Background: an optimization exercise with open tools, aiming at small area. Do not read the settings as production practice.
Only simulation tests tie the RTL to the original design; equivalence was not proved.
No activity file was given, so power comes from the tool's default toggle rates.

Setup of run 1:
==> flow/design.v <==
module apb_wrapper #(parameter
            ADDR_WIDTH = 16,
            DATA_WIDTH = 32 )
(
    input   logic                       pclk,
    input   logic                       preset_n,
    input   logic                       tx_valid,
    input   logic   [1:0]               tx_encode,
    input   logic   [ADDR_WIDTH-1:0]    tx_addr,
    input   logic   [DATA_WIDTH-1:0]    tx_wdata,
    output  logic   [DATA_WIDTH-1:0]    tx_rdata,
    output  logic                       tx_rvalid,
    output  logic                       Intr ,            
    input   logic                       Tx_done_i,       
    input   logic                       Rx_done_i,
    input   logic                       Arb_done_i
    );
    localparam [3:0] OP_RZERO = 4'd9;
    localparam [3:0] OP_WST   = 4'd10;
    localparam [3:0] OP_WIE   = 4'd11;
    localparam [3:0] OP_NONE  = 4'd15;
    reg         s_setup;
    reg         s_acc;
    reg  [3:0]  op;
    reg  [2:0]  wd3;
    reg  [16:0] cfg0;
    reg  [20:0] cfg1;
    reg  [31:0] cfg4, cfg5, cfg6, cfg7, cfg8;
    reg  [6:0]  vld;             
    reg  [2:0]  status_reg;
    reg  [2:0]  intr_en;
    wire        req    = tx_valid & ~tx_encode[1];
    wire        take   = req & ~s_setup;
    wire        is_wr  = tx_encode[0];
    wire        in_map = (tx_addr[15:6] == 10'd0) && (tx_addr[1:0] == 2'b00)
                         && (~tx_addr[5] || (tx_addr[4:2] == 3'b000));
    wire [3:0]  idx    = tx_addr[5:2];
    wire        err    = (tx_addr > 16'h0020);
    wire        wtake  = take & is_wr & in_map;
    wire        we0 = wtake && (idx == 4'd0);
    wire        we1 = wtake && (idx == 4'd1);
    wire        we4 = wtake && (idx == 4'd4);
    wire        we5 = wtake && (idx == 4'd5);
    wire        we6 = wtake && (idx == 4'd6);
    wire        we7 = wtake && (idx == 4'd7);
    wire        we8 = wtake && (idx == 4'd8);
    reg  [3:0]  op_next;
    always @(*) begin
        if (is_wr) begin
            if (in_map && idx == 4'd2)      op_next = OP_WST;
            else if (in_map && idx == 4'd3) op_next = OP_WIE;
            else                            op_next = OP_NONE;
        end else begin
            if (in_map)                     op_next = idx;
            else if (err)                   op_next = OP_NONE;
            else                            op_next = OP_RZERO;
        end
    end
    always @(posedge pclk or negedge preset_n) begin
        if (~preset_n) begin
            s_setup <= 1'b0;
            s_acc   <= 1'b0;
        end else begin
            s_setup <= take;
            s_acc   <= s_setup;
        end
    end
    always @(posedge pclk) begin
        if (~s_setup) begin
            op  <= op_next;
            wd3 <= tx_wdata[2:0];
        end
    end
    always @(posedge pclk) begin
        if (we0) cfg0 <= {tx_wdata[24:16], tx_wdata[7:0]};
        if (we1) cfg1 <= tx_wdata[20:0];
        if (we4) cfg4 <= tx_wdata;
        if (we5) cfg5 <= tx_wdata;
        if (we6) cfg6 <= tx_wdata;
        if (we7) cfg7 <= tx_wdata;
        if (we8) cfg8 <= tx_wdata;
    end
    always @(posedge pclk or negedge preset_n) begin
        if (~preset_n) vld <= 7'b0;
        else           vld <= vld | {we8, we7, we6, we5, we4, we1, we0};
    end
    wire acc_rst = s_acc && (op == 4'd2);
    wire acc_wst = s_acc && (op == OP_WST);
    wire acc_wie = s_acc && (op == OP_WIE);
    always @(posedge pclk or negedge preset_n) begin
        if (~preset_n) begin
            status_reg <= 3'b0;
            intr_en    <= 3'b0;
        end else begin
            if (acc_rst)      status_reg <= 3'b0;
            else if (acc_wst) status_reg <= status_reg & ~wd3;
            else              status_reg <= {Arb_done_i, Rx_done_i, Tx_done_i};
            if (acc_wie)      intr_en    <= wd3;
        end
    end
    assign Intr = |(status_reg & intr_en);
    wire [31:0] rmux =
          ({32{op == 4'd0 && vld[0]}} & {7'b0, cfg0[16:8], 8'b0, cfg0[7:0]})
        | ({32{op == 4'd1 && vld[1]}} & {11'b0, cfg1})
        | ({32{op == 4'd2}}           & {29'b0, status_reg})
        | ({32{op == 4'd3}}           & {29'b0, intr_en})
        | ({32{op == 4'd4 && vld[2]}} & cfg4)
        | ({32{op == 4'd5 && vld[3]}} & cfg5)
        | ({32{op == 4'd6 && vld[4]}} & cfg6)
        | ({32{op == 4'd7 && vld[5]}} & cfg7)
        | ({32{op == 4'd8 && vld[6]}} & cfg8);
    always @(posedge pclk) begin
        tx_rdata <= rmux;
    end
    always @(posedge pclk or negedge preset_n) begin
        if (~preset_n) tx_rvalid <= 1'b0;
        else           tx_rvalid <= s_acc && !(op[3] && op[1]);
    end
endmodule
export LEC_CHECK = 0
export CAP_MARGIN = 20
export CORE_MARGIN = 2
export CORE_UTILIZATION = 70
export CTS_BUF_LIST = sky130_fd_sc_hd__clkbuf_8
export CTS_CLUSTER_DIAMETER = 60
export CTS_CLUSTER_SIZE = 16
export SLEW_MARGIN = 20
create_clock -name core_clock -period 5.0 [get_ports {pclk}]
standard.sh (not shown) runs the stock make flow with config.mk's settings and CLKGATE_MAP_FILE= SYNTH_SCRIPT=/design/flow/synth_recipe.tcl, a recipe that flattens the netlist after the stock synthesis.
==> flow/flow/run.sh <==
#!/bin/bash
# The standard layout (standard.sh, unchanged synthesis and steps), with one
# change: the input and output port buffers that global placement inserts are
# made from the smallest buffer cell (sky130_fd_sc_hd__buf_1) instead of the one
# buffer_ports picks by default. Every port still gets its own buffer.
# make's full output (all ORFS steps) goes to flow_make.log here; each ORFS step
# also keeps its own log under orfs/logs/.
set -euo pipefail
export BUFFER_PORTS_ARGS="-buffer_cell sky130_fd_sc_hd__buf_1"
bash standard.sh > flow_make.log 2>&1
Run 1 completed; timing, DRC and antenna clean
--- input diff run 1..run 3 ---
-- flow/design.v --
<<< run 1, line 22
    reg         s_setup;
    reg         s_acc;
    reg  [3:0]  op;
    reg  [2:0]  wd3;
    reg  [16:0] cfg0;
    reg  [20:0] cfg1;
>>> run 3, line 22
    reg         s_setup;
    reg         s_acc;
    reg  [4:0]  op;
    reg  [16:0] cfg0;
    reg  [20:0] cfg1;
<<< run 1, line 45
    wire        we7 = wtake && (idx == 4'd7);
    wire        we8 = wtake && (idx == 4'd8);
    reg  [3:0]  op_next;
    always @(*) begin
        if (is_wr) begin
            if (in_map && idx == 4'd2)      op_next = OP_WST;
            else if (in_map && idx == 4'd3) op_next = OP_WIE;
            else                            op_next = OP_NONE;
        end else begin
            if (in_map)                     op_next = idx;
            else if (err)                   op_next = OP_NONE;
            else                            op_next = OP_RZERO;
        end
    end
>>> run 3, line 44
    wire        we7 = wtake && (idx == 4'd7);
    wire        we8 = wtake && (idx == 4'd8);
    reg  [4:0]  op_next;
    always @(*) begin
        if (is_wr) begin
            if (in_map && idx[3:1] == 3'd1) op_next = {1'b1, idx[0], tx_wdata[2:0]};
            else                            op_next = {1'b0, OP_NONE};
        end else begin
            if (in_map)                     op_next = {1'b0, idx};
            else if (err)                   op_next = {1'b0, OP_NONE};
            else                            op_next = {1'b0, OP_RZERO};
        end
    end
<<< run 1, line 69
        if (~s_setup) begin
            op  <= op_next;
            wd3 <= tx_wdata[2:0];
        end
    end
>>> run 3, line 67
        if (~s_setup) begin
            op  <= op_next;
        end
    end
<<< run 1, line 85
        else           vld <= vld | {we8, we7, we6, we5, we4, we1, we0};
    end
    wire acc_rst = s_acc && (op == 4'd2);
    wire acc_wst = s_acc && (op == OP_WST);
    wire acc_wie = s_acc && (op == OP_WIE);
    always @(posedge pclk or negedge preset_n) begin
        if (~preset_n) begin
>>> run 3, line 82
        else           vld <= vld | {we8, we7, we6, we5, we4, we1, we0};
    end
    wire acc_rst = s_acc && (op == 5'd2);
    wire acc_wst = s_acc && op[4] && !op[3];
    wire acc_wie = s_acc && op[4] && op[3];
    wire [2:0] wd3 = op[2:0];
    always @(posedge pclk or negedge preset_n) begin
        if (~preset_n) begin
<<< run 1, line 100
    end
    assign Intr = |(status_reg & intr_en);
    wire [31:0] rmux =
          ({32{op == 4'd0 && vld[0]}} & {7'b0, cfg0[16:8], 8'b0, cfg0[7:0]})
        | ({32{op == 4'd1 && vld[1]}} & {11'b0, cfg1})
        | ({32{op == 4'd2}}           & {29'b0, status_reg})
        | ({32{op == 4'd3}}           & {29'b0, intr_en})
        | ({32{op == 4'd4 && vld[2]}} & cfg4)
        | ({32{op == 4'd5 && vld[3]}} & cfg5)
        | ({32{op == 4'd6 && vld[4]}} & cfg6)
        | ({32{op == 4'd7 && vld[5]}} & cfg7)
        | ({32{op == 4'd8 && vld[6]}} & cfg8);
    always @(posedge pclk) begin
        tx_rdata <= rmux;
>>> run 3, line 98
    end
    assign Intr = |(status_reg & intr_en);
    wire lo   = ~op[3];
    wire sel0 = lo && op[2:0] == 3'd0 && vld[0];
    wire sel1 = lo && op[2:0] == 3'd1 && vld[1];
    wire sel2 = lo && op[2:0] == 3'd2;
    wire sel3 = lo && op[2:0] == 3'd3;
    wire sel4 = lo && op[2:0] == 3'd4 && vld[2];
    wire sel5 = lo && op[2:0] == 3'd5 && vld[3];
    wire sel6 = lo && op[2:0] == 3'd6 && vld[4];
    wire sel7 = lo && op[2:0] == 3'd7 && vld[5];
    wire sel8 = op[3] && !op[0] && vld[6];
    wire [31:0] rmux =
          ({32{sel0}} & {7'b0, cfg0[16:8], 8'b0, cfg0[7:0]})
        | ({32{sel1}} & {11'b0, cfg1})
        | ({32{sel2}} & {29'b0, status_reg})
        | ({32{sel3}} & {29'b0, intr_en})
        | ({32{sel4}} & cfg4)
        | ({32{sel5}} & cfg5)
        | ({32{sel6}} & cfg6)
        | ({32{sel7}} & cfg7)
        | ({32{sel8}} & cfg8);
    always @(posedge pclk) begin
        tx_rdata <= rmux;
<<< run 1, line 115
    always @(posedge pclk or negedge preset_n) begin
        if (~preset_n) tx_rvalid <= 1'b0;
        else           tx_rvalid <= s_acc && !(op[3] && op[1]);
    end
endmodule
>>> run 3, line 123
    always @(posedge pclk or negedge preset_n) begin
        if (~preset_n) tx_rvalid <= 1'b0;
        else           tx_rvalid <= s_acc && !op[4] && !(op[3] && op[1]);
    end
endmodule
[summary]
Diff run 3..run 1 | clock-pin slew on the worst setup and hold paths | negligible
As far as count of endpoints failing setup in the final report goes, run 3 and run 1 are indistinguishable; the numbers are identical.
The internal power consumption number comes out lower for run 3 vs run 1.
On share of final layout cell area taken by non-clock buffers, run 1 and run 3 are neck and neck.
Share of layout cells above drive strength 1 (lower): run 1

-- what the ideal ports hide --
Ports are ideal in the flow. The routed layouts listed here were re-timed in OpenROAD. Step 1, drivers: a clkbuf_16 drives pclk and a buf_2 each remaining input, both assumed. Step 2 adds t to the input delays and takes it off the output delays; t is the mean of the earliest and latest rising clock arrival at the registers after step 1. Input paths then give back, and output paths get back, about the clock's delay inside the block. a / b / c = ideal / step 1 / step 2; a / b = the first two.
run | t, ns | setup WS [ns] | worst setup path at the end | worst slew at a driven data input, ns | cell pins on the clock port's net
run 1 | 0.546 | 2.013 / 2.027 / 1.481 | input to register | 0.05 | 1
run 3 | 0.544 | 2.335 / 2.347 / 1.804 | input to register | 0.05 | 1
After both steps setup and hold are still met in every run listed. The setup slack of run 1, which loses most, moves by +0.014 ns with the drivers and by -0.532 ns with both steps.
